Source: an optimization exercise on an open RTL-to-GDS flow (aim: small area, a short achievable clock period and few clock cycles). Production flows keep margins and buffers that such runs may drop.
At most, simulation tests tie the RTL to the original design; equivalence was not proved.

==> inputs of yarrow <==
==> flow/design.v (excerpt) <==
module MultiCPU(
    input clk,
    input reset,
    input [31:0] Data_in,
    output mem_w,
    output [2:0] RAMCtrl,
    output [31:0] Data_out,
    output [31:0] Addr_out
    );
    reg [31:0] AR;       
    reg [31:0] FA;       
    reg        isdata;   
    reg        mw_r;
    reg [2:0]  rc_r;
    reg [31:0] IR, SK;
    reg [31:0] NPCD;     
    reg        IRV, SKV;
    reg        EV;
    reg [31:0] A, B, ALT;
    reg        bypA, bypB, bypT;
    reg [4:0]  rdE;
    reg        weE, memE, stE, phE;
    reg [2:0]  modeE;
    reg        subE, sltuE, slE, sraE;
    reg [1:0]  lopE;
    reg [5:0]  rselE;
    reg        brE, predE, jrE, off1E;
    reg [1:0]  brkE;     
    reg [31:0] R;
    reg [4:0]  rdW;
    reg        weW;
    assign Addr_out = AR;
    assign mem_w    = mw_r;
    assign RAMCtrl  = rc_r;
    assign Data_out = ALT;
    wire [31:0] ea = bypA ? R : A;
    wire [31:0] eb = bypB ? R : B;
    wire [31:0] res, sum;
    wire eq;
  ...
export LEC_CHECK = 0
export CAP_MARGIN = 30
export CORE_MARGIN = 2
export CORE_UTILIZATION = 40
export SLEW_MARGIN = 30
export SYNTH_HIERARCHICAL = 1
export SYNTH_MINIMUM_KEEP_SIZE = 0
create_clock -name core_clock -period 13.0 [get_ports {clk}]
standard.sh (not shown) runs the stock make flow with config.mk's settings and CLKGATE_MAP_FILE= SYNTH_SCRIPT=/design/flow/synth_recipe.tcl, a recipe that flattens the netlist after the stock synthesis.
==> flow/flow/run.sh <==
#!/bin/bash
# Layout flow: the standard flow (standard.sh) with two changes to how the layout is
# made: timing repair aims at a larger setup slack than 0 (so it keeps shortening the
# critical paths), and the port buffers are plain buffers instead of delay buffers.
# The clock, its period and the I/O constraints are the design's, unchanged.
set -euo pipefail
bash standard.sh synth > synth.log 2>&1
bash standard.sh SETUP_SLACK_MARGIN=8.5 "BUFFER_PORTS_ARGS=-buffer_cell sky130_fd_sc_hd__buf_4" finish > layout.log 2>&1
==> inputs of sierra, as changes to yarrow <==
--- a/flow/design.v
+++ b/flow/design.v
@@ -190,14 +190,16 @@
     Regs regs(.clk(clk), .rst(reset), .we(weW), .wa(rdW), .wd(R),
               .ra(rs), .rb(rt), .qa(qa), .qb(qb));
     wire [31:0] rsv = (weW && rdW == rs) ? R : qa;
     wire [31:0] rtv = (weW && rdW == rt) ? R : qb;
     wire [31:0] btarget = NPCD + {simm[30:0], 1'b0};
     wire d_pt = pt(IR);
     wire d_adv = IRV & ~e_stall;
+    wire d_jr  = (r_jr | r_jalr) & (rt == 5'd0) & ~(e_wr & (rdE == rs));
+    wire d_jrr = d_adv & d_jr & ~e_redirect;
     wire b_rt = (isR & ~r_shi) | isBeq | isBne;
     wire [31:0] b_d = (isJal | isBgez) ? NPCD :
                       isLui ? {imm, 16'h0} :
                       r_shi ? {27'h0, sa} :
                       b_rt ? rtv : simm;
     wire [31:0] alt_d = isSt ? rtv : (isBr & ~imm[15]) ? btarget : NPCD;
     wire [5:0] rsel_d;
@@ -213,21 +215,27 @@
     wire [2:0] mode_d = op[2] ? {2'b10, op[0]} : op[1] ? {2'b00, ~op[0]} : {2'b11, op[0]};
     function pt(input [31:0] w);
         pt = ((w[31:26] == 6'b000100 || w[31:26] == 6'b000101 || w[31:26] == 6'b000001) && w[15])
            || w[31:27] == 5'b00001;
     endfunction
     wire [31:0] FA2 = FA + 32'd2;
     wire        fpt = pt(Data_in);
+    wire [17:0] flo = {1'b0, FA[16:1], 1'b1} + {1'b0, Data_in[15:0], 1'b1};
+    wire [14:0] fhi_p = FA[31:17] + 15'd1;
+    wire [14:0] fhi_m = FA[31:17] - 15'd1;
+    wire [14:0] fhi = flo[17] ? (Data_in[15] ? FA[31:17] : fhi_p) :
+                                (Data_in[15] ? fhi_m : FA[31:17]);
     wire [31:0] ftarget = (Data_in[31:27] == 5'b00001) ? {FA2[31:27], Data_in[25:0], 1'b0} :
-                          FA2 + {{15{Data_in[15]}}, Data_in[15:0], 1'b0};
+                          {fhi, flo[16:1], 1'b0};
     wire full     = ~d_adv & IRV & SKV;
     wire room     = ~full & ~(d_adv & SKV & pt(SK)) & ~(~d_adv & IRV & ~SKV & d_pt);
-    wire fetch_ok = ~isdata & ~e_redirect & room;
+    wire fetch_ok = ~isdata & ~e_redirect & ~d_jrr & room;
     wire [31:0] NPCD2 = NPCD + 32'd2;
     wire [31:0] FA_next = e_redirect ? e_target :
+                          d_jrr ? rsv :
                           ~fetch_ok ? FA :
                           fpt ? ftarget : FA2;
     wire [31:0] AR_next = e_stall ? sum : FA_next;
     always @(posedge clk or posedge reset) begin
         if (reset) begin
             AR <= 32'h0;
             FA <= 32'h0;
@@ -241,15 +249,15 @@
             weW <= 1'b0;
         end else begin
             AR <= AR_next;
             FA <= FA_next;
             isdata <= e_stall;
             mw_r <= e_stall & stE;
             rc_r <= e_stall ? modeE : 3'b000;
-            if (e_redirect) begin
+            if (e_redirect | d_jrr) begin
                 IRV <= 1'b0;
                 SKV <= 1'b0;
             end else if (d_adv) begin
                 if (SKV) begin
                     IRV <= 1'b1;
                     SKV <= fetch_ok;
                 end else begin
@@ -302,14 +310,14 @@
             slE <= ~fn[1];
             sraE <= fn[0];
             lopE <= lop_d;
             rselE <= rsel_d;
             brE <= isBr;
             brkE <= {isBgez, isBne};
             predE <= imm[15];
-            jrE <= r_jr | r_jalr;
+            jrE <= (r_jr | r_jalr) & ~d_jr;
             off1E <= (imm == 16'h0001);
         end else if (bypT) begin
             ALT <= R;            
         end
     end
 endmodule
==> flow/flow/run.sh (replaced) <==
#!/bin/bash
# Layout flow: the standard flow (standard.sh) with three changes to how the layout
# is made: timing repair aims at a larger setup slack than 0 (so it keeps shortening the
# critical paths), the port buffers are plain buffers instead of delay buffers, and clock
# tree synthesis adds no dummy loads. The clock, its period and the I/O constraints are
# the design's, unchanged.
set -euo pipefail
bash standard.sh synth > synth.log 2>&1
bash standard.sh SETUP_SLACK_MARGIN=8.8 "BUFFER_PORTS_ARGS=-buffer_cell sky130_fd_sc_hd__buf_4" \
  "CTS_ARGS=-sink_clustering_enable -repair_clock_nets -dont_use_dummy_load -buf_list sky130_fd_sc_hd__clkbuf_8 -root_buf sky130_fd_sc_hd__clkbuf_16" finish > layout.log 2>&1
==> flow/config.mk (replaced) <==
export PLATFORM = sky130hd
export DESIGN_NAME = MultiCPU
export DESIGN_NICKNAME = MultiCPU
export VERILOG_FILES = /design/flow/design.v
export SDC_FILE = /design/flow/constraint.sdc
export NUM_CORES = 8
export LEC_CHECK = 0
export CAP_MARGIN = 30
export CORE_MARGIN = 2
export CORE_UTILIZATION = 30
export SLEW_MARGIN = 30
export SYNTH_HIERARCHICAL = 1
export SYNTH_MINIMUM_KEEP_SIZE = 0
==> inputs of cedar, as changes to yarrow <==
--- a/flow/design.v
+++ b/flow/design.v
@@ -57,26 +57,29 @@
     input [4:0] rb,
     output [31:0] qa,
     output [31:0] qb
     );
     reg [31:1] v;
     wire [31:0] sela, selb;
     wire [1023:0] all;
-    assign all[31:0] = 32'h0;
-    assign sela[0] = 1'b0;
-    assign selb[0] = 1'b0;
+    wire fwa = we & (wa == ra);
+    wire fwb = we & (wa == rb);
+    assign all[31:0] = wd;
+    assign sela[0] = fwa;
+    assign selb[0] = fwb;
     genvar i, b;
     generate
         for (i = 1; i < 32; i = i + 1) begin : r
             reg [31:0] d;
             always @(posedge clk)
                 if (we && wa == i) d <= wd;
             assign all[32*i +: 32] = d;
-            assign sela[i] = v[i] & (ra == i);
-            assign selb[i] = v[i] & (rb == i);
+            wire keep = v[i] & ~(we && wa == i);
+            assign sela[i] = keep & (ra == i);
+            assign selb[i] = keep & (rb == i);
         end
         for (b = 0; b < 32; b = b + 1) begin : bt
             wire [31:0] col;
             for (i = 0; i < 32; i = i + 1) begin : c
                 assign col[i] = all[32*i + b];
             end
             RDSEL32 pa(.s(sela), .d(col), .q(qa[b]));
@@ -92,22 +95,22 @@
     genvar g;
     generate
         for (g = 0; g < 10; g = g + 1) begin : a
             AOI222 u(.a1(s[3*g+1]), .a2(d[3*g+1]), .b1(s[3*g+2]), .b2(d[3*g+2]),
                      .c1(s[3*g+3]), .c2(d[3*g+3]), .y(n[g]));
         end
     endgenerate
-    NAND2 u10(.a(s[31]), .b(d[31]), .y(n[10]));
+    AOI22 u10(.a1(s[31]), .a2(d[31]), .b1(s[0]), .b2(d[0]), .y(n[10]));
     NAND11OR m(.n(n), .q(q));
 endmodule
 module AOI222(input a1, a2, b1, b2, c1, c2, output y);
     assign y = ~((a1 & a2) | (b1 & b2) | (c1 & c2));
 endmodule
-module NAND2(input a, b, output y);
-    assign y = ~(a & b);
+module AOI22(input a1, a2, b1, b2, output y);
+    assign y = ~((a1 & a2) | (b1 & b2));
 endmodule
 module NAND11OR(input [10:0] n, output q);
     assign q = ~(&n);
 endmodule
 `timescale 1ns / 1ps
 module MultiCPU(
     input clk,
@@ -185,49 +188,58 @@
     wire isJal  = (op == 6'b000011);
     wire isBr   = isBeq | isBne | isBgez;
     wire [4:0]  wa_d = r_jalr | isJal | isBgez ? 5'd31 : isR ? rd : rt;
     wire        we_d = (isR & ~r_jr) | isImm | isLui | isLd | isJal | isBgez;
     wire [31:0] qa, qb;
     Regs regs(.clk(clk), .rst(reset), .we(weW), .wa(rdW), .wd(R),
               .ra(rs), .rb(rt), .qa(qa), .qb(qb));
-    wire [31:0] rsv = (weW && rdW == rs) ? R : qa;
-    wire [31:0] rtv = (weW && rdW == rt) ? R : qb;
+    wire [31:0] rsv = qa;
+    wire [31:0] rtv = qb;
     wire [31:0] btarget = NPCD + {simm[30:0], 1'b0};
     wire d_pt = pt(IR);
+    wire br_pt = isBr & (imm[15:7] == 9'h1ff);       
     wire d_adv = IRV & ~e_stall;
+    wire d_jr  = (r_jr | r_jalr) & (rt == 5'd0) & ~(e_wr & (rdE == rs));
+    wire d_jrr = d_adv & d_jr & ~e_redirect;
     wire b_rt = (isR & ~r_shi) | isBeq | isBne;
     wire [31:0] b_d = (isJal | isBgez) ? NPCD :
                       isLui ? {imm, 16'h0} :
                       r_shi ? {27'h0, sa} :
                       b_rt ? rtv : simm;
-    wire [31:0] alt_d = isSt ? rtv : (isBr & ~imm[15]) ? btarget : NPCD;
+    wire [31:0] alt_d = isSt ? rtv : (isBr & ~br_pt) ? btarget : NPCD;
     wire [5:0] rsel_d;
     assign rsel_d[1] = r_log | i_log;
     assign rsel_d[2] = r_slt | i_slt;
     assign rsel_d[3] = r_sh;
     assign rsel_d[4] = isLui | isJal | isBgez;
     assign rsel_d[5] = r_jalr;
     assign rsel_d[0] = ~(rsel_d[1] | rsel_d[2] | rsel_d[3] | rsel_d[4] | rsel_d[5]);
     wire sub_d  = isR ? (fn[5] & fn[1]) : (op[5:1] == 5'b00101);
     wire [1:0] lop_d = isR ? fn[1:0] : op[1:0];
     wire sltu_d = isR ? fn[0] : op[0];
     wire [2:0] mode_d = op[2] ? {2'b10, op[0]} : op[1] ? {2'b00, ~op[0]} : {2'b11, op[0]};
     function pt(input [31:0] w);
-        pt = ((w[31:26] == 6'b000100 || w[31:26] == 6'b000101 || w[31:26] == 6'b000001) && w[15])
+        pt = ((w[31:26] == 6'b000100 || w[31:26] == 6'b000101 || w[31:26] == 6'b000001) &&
+              w[15:7] == 9'h1ff)
            || w[31:27] == 5'b00001;
     endfunction
     wire [31:0] FA2 = FA + 32'd2;
     wire        fpt = pt(Data_in);
+    wire [7:0]  flo;
+    wire        fco;
+    ADD8C1 flo_add(.a(FA[8:1]), .b(Data_in[7:0]), .s(flo), .co(fco));
+    wire [22:0] fhi_m = FA[31:9] - 23'd1;
     wire [31:0] ftarget = (Data_in[31:27] == 5'b00001) ? {FA2[31:27], Data_in[25:0], 1'b0} :
-                          FA2 + {{15{Data_in[15]}}, Data_in[15:0], 1'b0};
+                          {fco ? FA[31:9] : fhi_m, flo, 1'b0};
     wire full     = ~d_adv & IRV & SKV;
     wire room     = ~full & ~(d_adv & SKV & pt(SK)) & ~(~d_adv & IRV & ~SKV & d_pt);
-    wire fetch_ok = ~isdata & ~e_redirect & room;
+    wire fetch_ok = ~isdata & ~e_redirect & ~d_jrr & room;
     wire [31:0] NPCD2 = NPCD + 32'd2;
     wire [31:0] FA_next = e_redirect ? e_target :
+                          d_jrr ? rsv :
                           ~fetch_ok ? FA :
                           fpt ? ftarget : FA2;
     wire [31:0] AR_next = e_stall ? sum : FA_next;
     always @(posedge clk or posedge reset) begin
         if (reset) begin
             AR <= 32'h0;
             FA <= 32'h0;
@@ -241,15 +253,15 @@
             weW <= 1'b0;
         end else begin
             AR <= AR_next;
             FA <= FA_next;
             isdata <= e_stall;
             mw_r <= e_stall & stE;
             rc_r <= e_stall ? modeE : 3'b000;
-            if (e_redirect) begin
+            if (e_redirect | d_jrr) begin
                 IRV <= 1'b0;
                 SKV <= 1'b0;
             end else if (d_adv) begin
                 if (SKV) begin
                     IRV <= 1'b1;
                     SKV <= fetch_ok;
                 end else begin
@@ -301,15 +313,52 @@
             sltuE <= sltu_d;
             slE <= ~fn[1];
             sraE <= fn[0];
             lopE <= lop_d;
             rselE <= rsel_d;
             brE <= isBr;
             brkE <= {isBgez, isBne};
-            predE <= imm[15];
-            jrE <= r_jr | r_jalr;
+            predE <= br_pt;
+            jrE <= (r_jr | r_jalr) & ~d_jr;
             off1E <= (imm == 16'h0001);
         end else if (bypT) begin
             ALT <= R;            
         end
     end
 endmodule
+module ADD8C1(input [7:0] a, input [7:0] b, output [7:0] s, output co);
+    wire [7:0] g = a & b;
+    wire [7:0] p = a ^ b;
+    wire [7:0] g0 = {g[7:1], g[0] | p[0]};
+    wire [7:0] p0 = p;
+    wire [7:0] g1, p1, g2, p2, g3;
+    genvar i;
+    generate
+        for (i = 0; i < 8; i = i + 1) begin : l1
+            if (i >= 1) begin : x
+                assign g1[i] = g0[i] | (p0[i] & g0[i-1]);
+                assign p1[i] = p0[i] & p0[i-1];
+            end else begin : y
+                assign g1[i] = g0[i];
+                assign p1[i] = p0[i];
+            end
+        end
+        for (i = 0; i < 8; i = i + 1) begin : l2
+            if (i >= 2) begin : x
+                assign g2[i] = g1[i] | (p1[i] & g1[i-2]);
+                assign p2[i] = p1[i] & p1[i-2];
+            end else begin : y
+                assign g2[i] = g1[i];
+                assign p2[i] = p1[i];
+            end
+        end
+        for (i = 0; i < 8; i = i + 1) begin : l3
+            if (i >= 4) begin : x
+                assign g3[i] = g2[i] | (p2[i] & g2[i-4]);
+            end else begin : y
+                assign g3[i] = g2[i];
+            end
+        end
+    endgenerate
+    assign s = p ^ {g3[6:0], 1'b1};
+    assign co = g3[7];
+endmodule
==> flow/flow/run.sh (replaced) <==
#!/bin/bash
# Layout flow: the standard flow (standard.sh) with three changes to how the layout
# is made: timing repair aims at a larger setup slack than 0 (so it keeps shortening the
# critical paths), the port buffers are plain buffers instead of delay buffers, and clock
# tree synthesis adds no dummy loads. The clock, its period and the I/O constraints are
# the design's, unchanged.
set -euo pipefail
bash standard.sh synth > synth.log 2>&1
bash standard.sh SETUP_SLACK_MARGIN=8.8 "BUFFER_PORTS_ARGS=-buffer_cell sky130_fd_sc_hd__buf_4" \
  "CTS_ARGS=-sink_clustering_enable -repair_clock_nets -dont_use_dummy_load -buf_list sky130_fd_sc_hd__clkbuf_8 -root_buf sky130_fd_sc_hd__clkbuf_16" finish > layout.log 2>&1
==> inputs of ember, as changes to yarrow <==
--- a/flow/design.v
+++ b/flow/design.v
@@ -190,14 +190,16 @@
     Regs regs(.clk(clk), .rst(reset), .we(weW), .wa(rdW), .wd(R),
               .ra(rs), .rb(rt), .qa(qa), .qb(qb));
     wire [31:0] rsv = (weW && rdW == rs) ? R : qa;
     wire [31:0] rtv = (weW && rdW == rt) ? R : qb;
     wire [31:0] btarget = NPCD + {simm[30:0], 1'b0};
     wire d_pt = pt(IR);
     wire d_adv = IRV & ~e_stall;
+    wire d_jr  = (r_jr | r_jalr) & (rt == 5'd0) & ~(e_wr & (rdE == rs));
+    wire d_jrr = d_adv & d_jr & ~e_redirect;
     wire b_rt = (isR & ~r_shi) | isBeq | isBne;
     wire [31:0] b_d = (isJal | isBgez) ? NPCD :
                       isLui ? {imm, 16'h0} :
                       r_shi ? {27'h0, sa} :
                       b_rt ? rtv : simm;
     wire [31:0] alt_d = isSt ? rtv : (isBr & ~imm[15]) ? btarget : NPCD;
     wire [5:0] rsel_d;
@@ -213,21 +215,27 @@
     wire [2:0] mode_d = op[2] ? {2'b10, op[0]} : op[1] ? {2'b00, ~op[0]} : {2'b11, op[0]};
     function pt(input [31:0] w);
         pt = ((w[31:26] == 6'b000100 || w[31:26] == 6'b000101 || w[31:26] == 6'b000001) && w[15])
            || w[31:27] == 5'b00001;
     endfunction
     wire [31:0] FA2 = FA + 32'd2;
     wire        fpt = pt(Data_in);
+    wire [17:0] flo = {1'b0, FA[16:1], 1'b1} + {1'b0, Data_in[15:0], 1'b1};
+    wire [14:0] fhi_p = FA[31:17] + 15'd1;
+    wire [14:0] fhi_m = FA[31:17] - 15'd1;
+    wire [14:0] fhi = flo[17] ? (Data_in[15] ? FA[31:17] : fhi_p) :
+                                (Data_in[15] ? fhi_m : FA[31:17]);
     wire [31:0] ftarget = (Data_in[31:27] == 5'b00001) ? {FA2[31:27], Data_in[25:0], 1'b0} :
-                          FA2 + {{15{Data_in[15]}}, Data_in[15:0], 1'b0};
+                          {fhi, flo[16:1], 1'b0};
     wire full     = ~d_adv & IRV & SKV;
     wire room     = ~full & ~(d_adv & SKV & pt(SK)) & ~(~d_adv & IRV & ~SKV & d_pt);
-    wire fetch_ok = ~isdata & ~e_redirect & room;
+    wire fetch_ok = ~isdata & ~e_redirect & ~d_jrr & room;
     wire [31:0] NPCD2 = NPCD + 32'd2;
     wire [31:0] FA_next = e_redirect ? e_target :
+                          d_jrr ? rsv :
                           ~fetch_ok ? FA :
                           fpt ? ftarget : FA2;
     wire [31:0] AR_next = e_stall ? sum : FA_next;
     always @(posedge clk or posedge reset) begin
         if (reset) begin
             AR <= 32'h0;
             FA <= 32'h0;
@@ -241,15 +249,15 @@
             weW <= 1'b0;
         end else begin
             AR <= AR_next;
             FA <= FA_next;
             isdata <= e_stall;
             mw_r <= e_stall & stE;
             rc_r <= e_stall ? modeE : 3'b000;
-            if (e_redirect) begin
+            if (e_redirect | d_jrr) begin
                 IRV <= 1'b0;
                 SKV <= 1'b0;
             end else if (d_adv) begin
                 if (SKV) begin
                     IRV <= 1'b1;
                     SKV <= fetch_ok;
                 end else begin
@@ -302,14 +310,14 @@
             slE <= ~fn[1];
             sraE <= fn[0];
             lopE <= lop_d;
             rselE <= rsel_d;
             brE <= isBr;
             brkE <= {isBgez, isBne};
             predE <= imm[15];
-            jrE <= r_jr | r_jalr;
+            jrE <= (r_jr | r_jalr) & ~d_jr;
             off1E <= (imm == 16'h0001);
         end else if (bypT) begin
             ALT <= R;            
         end
     end
 endmodule
==> flow/flow/run.sh (replaced) <==
#!/bin/bash
# Layout flow: the standard flow (standard.sh) with three changes to how the layout
# is made: timing repair aims at a larger setup slack than 0 (so it keeps shortening the
# critical paths), the port buffers are plain buffers instead of delay buffers, and clock
# tree synthesis adds no dummy loads. The clock, its period and the I/O constraints are
# the design's, unchanged.
set -euo pipefail
bash standard.sh synth > synth.log 2>&1
bash standard.sh SETUP_SLACK_MARGIN=8.8 "BUFFER_PORTS_ARGS=-buffer_cell sky130_fd_sc_hd__buf_2" \
  "CTS_ARGS=-sink_clustering_enable -repair_clock_nets -dont_use_dummy_load -buf_list sky130_fd_sc_hd__clkbuf_8 -root_buf sky130_fd_sc_hd__clkbuf_16" finish > layout.log 2>&1
==> qor summary <==
Result of the run: cedar complete, but fails checks; yarrow complete, no violations; ember complete, no violations; sierra complete, no violations
Violated checks: cedar antenna rules; yarrow -; ember -; sierra -
Worst max-slew margin expressed relative to the limit: cedar 24.4%; yarrow 25.2%; ember 22.9%; sierra 26.4%
Clock latency of the later-clocked register in the worst-skew pair: cedar 870 ps; yarrow 820 ps; ember 880 ps; sierra 840 ps
Routed wire length per instance: cedar 39.8 µm; yarrow 36.8 µm; ember 40.5 µm; sierra 37.3 µm
First-pass GRT wire length: cedar 429000 µm; yarrow 410000 µm; ember 445000 µm; sierra 447000 µm
Period minus WS final: cedar 4990 ps; yarrow 4500 ps; ember 4450 ps; sierra 4510 ps
Worst Hold Endpoint: cedar rc_r[0]; yarrow rc_r[1]; ember rc_r[2]; sierra rdW[2]
Post-detailed-routing wire length: cedar 323000 µm; yarrow 298000 µm; ember 333000 µm; sierra 335000 µm
GRT Overall Usage: cedar 35.0%; yarrow 32.9%; ember 36.5%; sierra 27.4%
Multi-input logic portion of the cell area: cedar 37.1%; yarrow 36.5%; ember 37.5%; sierra 37.2%
Critical register-to-register path endpoint: cedar AR[24]; yarrow R[6]; ember AR[24]; sierra AR[25]
FMAX: cedar 200 MHz; yarrow 222 MHz; ember 225 MHz; sierra 222 MHz
Worst hold margin: cedar 450 ps; yarrow 459 ps; ember 453 ps; sierra 440 ps
Testbench counts of yarrow, summed over its fixed seeds: cycles 44,940.
Testbench counts of sierra, summed over its fixed seeds: cycles 44,251.
Testbench counts of ember, summed over its fixed seeds: cycles 44,251.
No functional check of the RTL was part of cedar.

[static timing again, ports no longer ideal]
Ports are ideal in the flow. The routed layouts listed here were re-timed in OpenROAD. Step 1: set_driving_cell puts a clkbuf_16 on clk and a buf_2 on each other input, an assumption about the parent block. Step 2 adds t to the input delays and takes it off the output delays; t is the mean of the earliest and latest rising clock arrival at the registers after step 1. Input paths then give back, and output paths get back, about the clock's delay inside the block. Three values: no drivers, after step 1, after step 2; two values: the first two.
| run | shift t [ns] | setup slack, ns | worst hold slack (ns) |
|---|---|---|---|
| yarrow | 0.873 | 8.498 / 8.455 / 7.682 | 0.459 / 0.459 / 0.459 |
| sierra | 0.859 | 8.494 / 8.494 / 7.703 | 0.440 / 0.440 / 0.440 |
| cedar | 0.854 | 8.012 / 8.046 / 7.192 | 0.450 / 0.450 / 0.450 |
| ember | 0.881 | 8.549 / 8.581 / 7.718 | 0.453 / 0.453 / 0.453 |
For ember, which loses most, drivers alone change the setup slack by +0.032 ns; drivers and shift together by -0.831 ns.
